What follows belongs to an exercise in optimizing a design on an open flow for small area; a production flow would make more cautious choices.
In this exercise RTL edits were held to simulation tests only and were not proved equivalent to the original.
Power figures rest on the tool's default switching activity, not on a simulated workload.

// channel_avg
module channel_avg #(
  parameter NCH            = 16,
  parameter OUTCH_WIDTH    = 16,
  parameter INTERNAL_WIDTH = 32,
  parameter INDATA_WIDTH   = 256,
  parameter OUTDATA_WIDTH  = 256
) (
  input                          RESET,
  input                          CLK,
  input      [7:0]               CONFIG,
  input                          TRIG,
  input      [INDATA_WIDTH-1:0]  INDATA_Q,
  output reg                     OUTVALID,
  output     [OUTDATA_WIDTH-1:0] OUTDATA_Q
);
export LEC_CHECK = 0
export CAP_MARGIN = 5
export CORE_MARGIN = 2
export CORE_UTILIZATION = 60
export CTS_BUF_LIST = sky130_fd_sc_hd__clkbuf_4
export CTS_CLUSTER_DIAMETER = 50
export CTS_CLUSTER_SIZE = 8
export GPL_TIMING_DRIVEN = 0
export PLACE_DENSITY = 0.75
export SLEW_MARGIN = 5
export SYNTH_HIERARCHICAL = 1
create_clock -name core_clock -period 10.0 [get_ports {CLK}]
standard.sh (not shown) runs the stock make flow with config.mk's settings and CLKGATE_MAP_FILE= SYNTH_SCRIPT=/design/flow/synth_recipe.tcl, a recipe that flattens the netlist after the stock synthesis.
==> flow/flow/run.sh <==
#!/bin/bash
set -e
cp standard.sh standard_sh.copy.log
export BUFFER_PORTS_ARGS="-buffer_cell sky130_fd_sc_hd__buf_1"
bash standard.sh > standard.log 2>&1
Change:
- GPL_TIMING_DRIVEN: 0 -> not set
What happened: The changed run produced a clean layout; via count is lower by 0.37%; non-clock buffer count is lower by 34; synthesized cell count is unchanged; cell count is lower by 0.85%; core utilization is lower by 1.5 points.
Change:
==> flow/flow/run.sh (replaced) <==
#!/bin/bash
set -e
export BUFFER_PORTS_ARGS="-buffer_cell sky130_fd_sc_hd__buf_1"
export CTS_ARGS="-sink_clustering_enable -repair_clock_nets -sink_clustering_size 8 -sink_clustering_max_diameter 50 -buf_list sky130_fd_sc_hd__clkbuf_4 -dont_use_dummy_load"
bash standard.sh > standard.log 2>&1
- CAP_MARGIN: 5 -> 20
- CORE_UTILIZATION: 60 -> 50
- PLACE_DENSITY: 0.75 -> 0.7
- SLEW_MARGIN: 5 -> 20
Effect: The changed run finished with timing, DRC and antenna clean; utilization shrinks by 11 points; area after synthesis is unchanged; clock-buffer cell count decreases by 9; routed wire length rises by 2.4%; critical path depth does not change; non-clock buffer count is higher by 7; design area climbs by about 0.3%; die area grows by about 20%; total power came out lower by 0.62%.
Change:
==> flow/flow/run.sh (replaced) <==
#!/bin/bash
set -e
cp standard.sh standard_sh.copy.log
export BUFFER_PORTS_ARGS="-buffer_cell sky130_fd_sc_hd__buf_1"
bash standard.sh > standard.log 2>&1
- CORE_UTILIZATION: 50 -> 60
- CTS_BUF_LIST: sky130_fd_sc_hd__clkbuf_4 -> sky130_fd_sc_hd__clkbuf_4 sky130_fd_sc_hd__clkbuf_8
- CTS_CLUSTER_SIZE: 8 -> 10
- PLACE_DENSITY: 0.7 -> 0.75
=>
- The changed run went through all stages and came out clean
- final area grows by 1.5%
- non-clock buffer count shrinks by 7
- clock skew shrinks by 65 ps
- maximum frequency shrinks by 1.7%
Change:
==> flow/flow/run.sh (replaced) <==
#!/bin/bash
set -e
export BUFFER_PORTS_ARGS="-buffer_cell sky130_fd_sc_hd__buf_1"
export CTS_ARGS="-sink_clustering_enable -repair_clock_nets -sink_clustering_size 8 -sink_clustering_max_diameter 50 -buf_list sky130_fd_sc_hd__clkbuf_4 -dont_use_dummy_load"
bash standard.sh > standard.log 2>&1
- CORE_UTILIZATION: 60 -> 65
- CTS_BUF_LIST: sky130_fd_sc_hd__clkbuf_4 sky130_fd_sc_hd__clkbuf_8 -> sky130_fd_sc_hd__clkbuf_4
- CTS_CLUSTER_SIZE: 10 -> 8
- PLACE_DENSITY: 0.75 -> 0.8
What happened:
- wire length decreases slightly
- cell area is lower by a few percent
- via count is higher slightly
- maximum frequency rises slightly
- global-route usage came out higher by 2.2 points
Change:
- CORE_UTILIZATION: 65 -> 60
- PLACE_DENSITY: 0.8 -> 0.75
Result: The changed run finished clean. Wire length is higher by 1.2%. Core utilization is lower by 5.4 points. Critical path depth does not change.

[separate check: timing with driven ports]
Ports are ideal in the flow. The routed layouts listed here were re-timed in OpenROAD.
Step 1 sets driving cells, clkbuf_16 on the clock port and buf_2 on the other inputs (assumed; they add their load-dependent delay and slew).
Step 2 moves the port delays by t, midway between the first and last clock arrival at a register: inputs arrive t later, outputs are due t later. That takes back most of the time a late clock gives input paths.
Three values: ideal, step 1, step 2; two values: the first two.
run	shift t [ns]	setup WS [ns]	worst setup path at the end	clock arrival spread, ns	worst data-port slew with drivers (ns)
the first run	0.893	0.262 / 0.275 / -0.611	input to register	0.067 / 0.067	0.11
the second run	0.901	0.606 / 0.646 / -0.254	input to register	0.055 / 0.055	0.10
the third run	0.883	0.558 / 0.590 / -0.293	input to register	0.113 / 0.112	0.14
the fourth run	0.711	0.390 / 0.433 / -0.278	input to register	0.048 / 0.048	0.09
the fifth run	0.893	0.549 / 0.569 / -0.324	input to register	0.096 / 0.096	0.12
the sixth run	0.889	0.584 / 0.622 / -0.267	input to register	0.094 / 0.094	0.10
Met with ideal ports but missed after step 2: setup timing in every run listed.
